Background: an optimization exercise with open tools, aiming at small area, a short achievable clock period and few clock cycles per item. Do not read the settings as production practice. Where RTL was checked, it was by simulation tests only, not by an equivalence proof against the original. Power figures rest on the tool's default switching activity, not on a simulated workload.

Design DES_ECB, start of the top module:
module DES_ECB (Clk, Reset, Start, X, KEY, OUT, RDY);
   input         Clk;
   input         Reset;
   input         Start;
   input  [63:0] X, KEY;
   output [63:0] OUT;
   output        RDY;
   reg [31:0] L, R;       
   reg [55:0] CD;         
   reg [3:0]  cnt;        
   reg        busy;
   assign RDY = ~busy;
   wire [63:0] RL = {R, L};
   assign OUT = {RL[24], RL[56], RL[16], RL[48], RL[8], RL[40], RL[0], RL[32], RL[25], RL[57], RL[17], RL[49], RL[9], RL[41], RL[1], RL[33], RL[26], RL[58], RL[18], RL[50], RL[10], RL[42], RL[2], RL[34], RL[27], RL[59], RL[19], RL[51], RL[11], RL[43], RL[3], RL[35], RL[28], RL[60], RL[20], RL[52], RL[12], RL[44], RL[4], RL[36], RL[29], RL[61], RL[21], RL[53], RL[13], RL[45], RL[5], RL[37], RL[30], RL[62], RL[22], RL[54], RL[14], RL[46], RL[6], RL[38], RL[31], RL[63], RL[23], RL[55], RL[15], RL[47], RL[7], RL[39]};
   wire [63:0] ipx = {X[6], X[14], X[22], X[30], X[38], X[46], X[54], X[62], X[4], X[12], X[20], X[28], X[36], X[44], X[52], X[60], X[2], X[10], X[18], X[26], X[34], X[42], X[50], X[58], X[0], X[8], X[16], X[24], X[32], X[40], X[48], X[56], X[7], X[15], X[23], X[31], X[39], X[47], X[55], X[63], X[5], X[13], X[21], X[29], X[37], X[45], X[53], X[61], X[3], X[11], X[19], X[27], X[35], X[43], X[51], X[59], X[1], X[9], X[17], X[25], X[33], X[41], X[49], X[57]};
  ...
Size: about 200 I/O pins.
clock: 6.0 ns
lec_check: 0
cap_margin: 20
core_margin: 2
core_utilization: 55
cts_buf_list: sky130_fd_sc_hd__clkbuf_4 sky130_fd_sc_hd__clkbuf_8
setup_slack_margin: 3.55
slew_margin: 20
standard.sh (not shown) runs the stock make flow with config.mk's settings and CLKGATE_MAP_FILE= SYNTH_SCRIPT=/design/flow/synth_recipe.tcl, a recipe that flattens the netlist after the stock synthesis.
==> flow/flow/run.sh <==
#!/bin/bash
# Own layout flow: the standard synthesis, then the combinational logic is
# re-mapped with an area-oriented ABC script (flip-flops and their names are kept),
# then the standard layout from floorplan to finish on the re-mapped netlist.
set -uo pipefail
W=$(pwd)
F=$W/flow
LIB=$FLOW_HOME/platforms/$FLOW_PLATFORM/lib/sky130_fd_sc_hd__tt_025C_1v80.lib
R=$W/orfs/results/$FLOW_PLATFORM/DES_ECB/base

bash standard.sh synth > $W/std_synth.log 2>&1 || { echo "standard synth failed"; exit 1; }
cp $R/1_2_yosys.v $W/netlist_std.v

# functional models of the library's combinational cells, for techmap
yosys -p "read_liberty -ignore_miss_func $LIB; delete sky130_fd_sc_hd__*df* sky130_fd_sc_hd__*dl* sky130_fd_sc_hd__lpflow_inputisolatch_1 sky130_fd_sc_hd__*probe*; write_verilog -noattr $W/combcells.v" > $W/combcells.log 2>&1 || { echo "cell models failed"; exit 1; }

REMAP_CELLS=$W/combcells.v REMAP_LIB=$LIB REMAP_IN=$W/netlist_std.v REMAP_TOP=$FLOW_TOP \
REMAP_DONT_USE="$(cat $F/dont_use.txt)" REMAP_ABC=$F/remap.abc REMAP_OUT=$W/netlist_remap.v \
REMAP_STAT=$W/remap_stat.txt yosys -c $F/remap.tcl > $W/remap.log 2>&1 || { echo "remap failed"; exit 1; }

cp $W/netlist_remap.v $R/1_2_yosys.v
rm -f $R/1_synth.odb
export BUFFER_PORTS_ARGS="-buffer_cell sky130_fd_sc_hd__buf_1"
bash standard.sh > $W/std_layout.log 2>&1 || { echo "layout failed"; tail -20 $W/std_layout.log; exit 1; }
Other scripts of this flow, unchanged in this note and not shown: flow/flow/dont_use.txt, flow/flow/remap.abc, flow/flow/remap.tcl
Testbench counts at the start, summed over its fixed seeds: cycles 8,704, items 512.
Rerun with:
Settings changed: SETUP_SLACK_MARGIN 3.55 to 3.8.
Utilization went up by 16 points.
Cell area went up by 22%.
Power went up by 27%.
Clock skew went up by 7.8 ps.
Count of clock-buffer cells in the layout went down by 1.
Cell count went up by 8.6%.

DES_ECB again, from the RTL that the note above started with.
Settings: LEC_CHECK=0, CAP_MARGIN=20, CORE_MARGIN=2, CORE_UTILIZATION=68, CTS_BUF_LIST=sky130_fd_sc_hd__clkbuf_4 sky130_fd_sc_hd__clkbuf_8, PLACE_DENSITY=0.78, SETUP_SLACK_MARGIN=3.7, SLEW_MARGIN=20; clock period 6.0 ns.
==> flow/flow/dont_use.txt <==
 sky130_fd_sc_hd__probe_p_8 sky130_fd_sc_hd__probec_p_8 sky130_fd_sc_hd__lpflow_bleeder_1 sky130_fd_sc_hd__lpflow_clkbufkapwr_1 sky130_fd_sc_hd__lpflow_clkbufkapwr_16 sky130_fd_sc_hd__lpflow_clkbufkapwr_2 sky130_fd_sc_hd__lpflow_clkbufkapwr_4 sky130_fd_sc_hd__lpflow_clkbufkapwr_8 sky130_fd_sc_hd__lpflow_clkinvkapwr_1 sky130_fd_sc_hd__lpflow_clkinvkapwr_16 sky130_fd_sc_hd__lpflow_clkinvkapwr_2 sky130_fd_sc_hd__lpflow_clkinvkapwr_4 sky130_fd_sc_hd__lpflow_clkinvkapwr_8 sky130_fd_sc_hd__lpflow_decapkapwr_12 sky130_fd_sc_hd__lpflow_decapkapwr_3 sky130_fd_sc_hd__lpflow_decapkapwr_4 sky130_fd_sc_hd__lpflow_decapkapwr_6 sky130_fd_sc_hd__lpflow_decapkapwr_8 sky130_fd_sc_hd__lpflow_inputiso0n_1 sky130_fd_sc_hd__lpflow_inputiso0p_1 sky130_fd_sc_hd__lpflow_inputiso1n_1 sky130_fd_sc_hd__lpflow_inputiso1p_1 sky130_fd_sc_hd__lpflow_inputisolatch_1 sky130_fd_sc_hd__lpflow_isobufsrc_1 sky130_fd_sc_hd__lpflow_isobufsrc_16 sky130_fd_sc_hd__lpflow_isobufsrc_2 sky130_fd_sc_hd__lpflow_isobufsrc_4 sky130_fd_sc_hd__lpflow_isobufsrc_8 sky130_fd_sc_hd__lpflow_isobufsrckapwr_16 sky130_fd_sc_hd__lpflow_lsbuf_lh_hl_isowell_tap_1 sky130_fd_sc_hd__lpflow_lsbuf_lh_hl_isowell_tap_2 sky130_fd_sc_hd__lpflow_lsbuf_lh_hl_isowell_tap_4 sky130_fd_sc_hd__lpflow_lsbuf_lh_isowell_4 sky130_fd_sc_hd__lpflow_lsbuf_lh_isowell_tap_1 sky130_fd_sc_hd__lpflow_lsbuf_lh_isowell_tap_2 sky130_fd_sc_hd__lpflow_lsbuf_lh_isowell_tap_4
==> flow/flow/remap.abc <==
strash
dch -f
map -a
mfs2 -a
strash
dch -f
map -a
mfs2 -a
strash
dch -f
map -a
mfs2 -a
strash
dch -f
map -B 0.2
topo
==> flow/flow/remap.tcl <==
# Re-map the combinational logic of a mapped netlist with an area-oriented ABC script.
# Flip-flops (and their instance names) are kept as they are.
yosys -import
set lib $::env(REMAP_LIB)
read_liberty -lib $lib
read_verilog $::env(REMAP_IN)
hierarchy -top $::env(REMAP_TOP)
techmap -map $::env(REMAP_CELLS)
techmap
opt -fast
opt_clean -purge
set du {}
foreach c $::env(REMAP_DONT_USE) { lappend du -dont_use $c }
abc -script $::env(REMAP_ABC) -liberty $lib {*}$du
opt_clean -purge
hilomap -singleton -hicell sky130_fd_sc_hd__conb_1 HI -locell sky130_fd_sc_hd__conb_1 LO
insbuf -buf sky130_fd_sc_hd__buf_4 A X
splitnets
opt_clean -purge
tee -o $::env(REMAP_STAT) stat -liberty $lib
check -assert -mapped
write_verilog -noattr -nohex -nodec $::env(REMAP_OUT)
Scripts as last shown in full above: flow/flow/run.sh
The baseline ran to the end with no violations.
Testbench counts at the start, summed over its fixed seeds: cycles 8,704, items 512.
Change:
- CORE_UTILIZATION: 68 -> 55
- PLACE_DENSITY: 0.78 -> unset
- SETUP_SLACK_MARGIN: 3.7 -> 3.3
Outcome: The new run finished with timing, DRC and antenna clean; clock skew drops by 0.0036 ns; design area drops by 4.5%; die area climbs by about 23%; non-clock buffer count drops by 26; core utilization drops by 19 points; worst setup slack is worse by 0.19 ns.

DES_ECB, a different RTL version from the one above (not shown whole).
Size: about 1300 cells after synthesis, about 0.0089 mm^2 of cells after synthesis.
==> flow/design.v (excerpt) <==
module DES_ECB (Clk, Reset, Start, X, KEY, OUT, RDY);
   input         Clk;
   input         Reset;
   input         Start;
   input  [63:0] X, KEY;
   output [63:0] OUT;
   output        RDY;
   reg [31:0] L, R;       
   reg [55:0] CD;         
   reg [3:0]  cnt;        
   reg        busy;
   assign RDY = ~busy;
   wire [63:0] RL = {R, L};
   assign OUT = {RL[24], RL[56], RL[16], RL[48], RL[8], RL[40], RL[0], RL[32], RL[25], RL[57], RL[17], RL[49], RL[9], RL[41], RL[1], RL[33], RL[26], RL[58], RL[18], RL[50], RL[10], RL[42], RL[2], RL[34], RL[27], RL[59], RL[19], RL[51], RL[11], RL[43], RL[3], RL[35], RL[28], RL[60], RL[20], RL[52], RL[12], RL[44], RL[4], RL[36], RL[29], RL[61], RL[21], RL[53], RL[13], RL[45], RL[5], RL[37], RL[30], RL[62], RL[22], RL[54], RL[14], RL[46], RL[6], RL[38], RL[31], RL[63], RL[23], RL[55], RL[15], RL[47], RL[7], RL[39]};
  ...
==> flow/config.mk <==
export PLATFORM = sky130hd
export DESIGN_NAME = DES_ECB
export DESIGN_NICKNAME = DES_ECB
export VERILOG_FILES = /design/flow/design.v
export SDC_FILE = /design/flow/constraint.sdc
export NUM_CORES = 4
export LEC_CHECK = 0
export CAP_MARGIN = 20
export CORE_MARGIN = 2
export CORE_UTILIZATION = 55
export CTS_BUF_LIST = sky130_fd_sc_hd__clkbuf_4 sky130_fd_sc_hd__clkbuf_8
export SETUP_SLACK_MARGIN = 3
export SLEW_MARGIN = 20
==> flow/constraint.sdc <==
create_clock -name core_clock -period 6.0 [get_ports {Clk}]
set_input_delay 1.2000 -clock core_clock [delete_from_list [all_inputs] [get_ports {Clk}]]
set_output_delay 1.2000 -clock core_clock [all_outputs]
set_load 0.01 [all_outputs]
==> flow/flow/remap.abc <==
strash
dch -f
map -a
mfs2 -a
strash
dch -f
map -a
mfs2 -a
strash
dch -f
map -a
mfs2 -a
strash
dch -f
map -a
mfs2 -a
strash
dch -f
map -a
mfs2 -a
strash
dch -f
map -a
topo
stime -c
Scripts as last shown in full above: flow/flow/run.sh, flow/flow/dont_use.txt, flow/flow/remap.tcl
Then changed:
SETUP_SLACK_MARGIN = 3.3   (was 3)
Outcome: Final area went up by a few percent. Wire length went up by a few percent. Clock skew is about the same. Total power went up by a few percent.
No functional check of the RTL was part of any run of this note.

-- separate check: timing with driven ports --
The flow's constraints put no driver on any port. The routed layouts listed below were extracted and timed again, unchanged, in two steps. Step 1 assumes that a clkbuf_16 drives the clock port and a buf_2 every other input. Step 2, shift: input delay + t, output delay - t, t = (earliest + latest rising clock arrival at the registers) / 2. This alone moves slack from input paths to output paths. Three values: no drivers, after step 1, after step 2; two values: the first two.
run	t (ns)	setup slack, ns	worst data-port slew with drivers (ns)
the first run of note 1	0.484	3.605 / 3.594 / 3.202	0.06
the second run of note 1	0.507	3.666 / 3.643 / 3.320	0.06
the first run of note 2	0.528	3.640 / 3.600 / 3.251	0.04
the second run of note 2	0.494	3.450 / 3.409 / 3.136	0.05
the first run of note 3	0.488	3.090 / 3.090 / 2.929	0.05
the second run of note 3	0.492	3.378 / 3.378 / 3.029	0.05
After both steps every run listed still meets setup and hold. The setup slack of the first run of note 1, which loses most, moves by -0.011 ns with the drivers and by -0.403 ns with both steps.
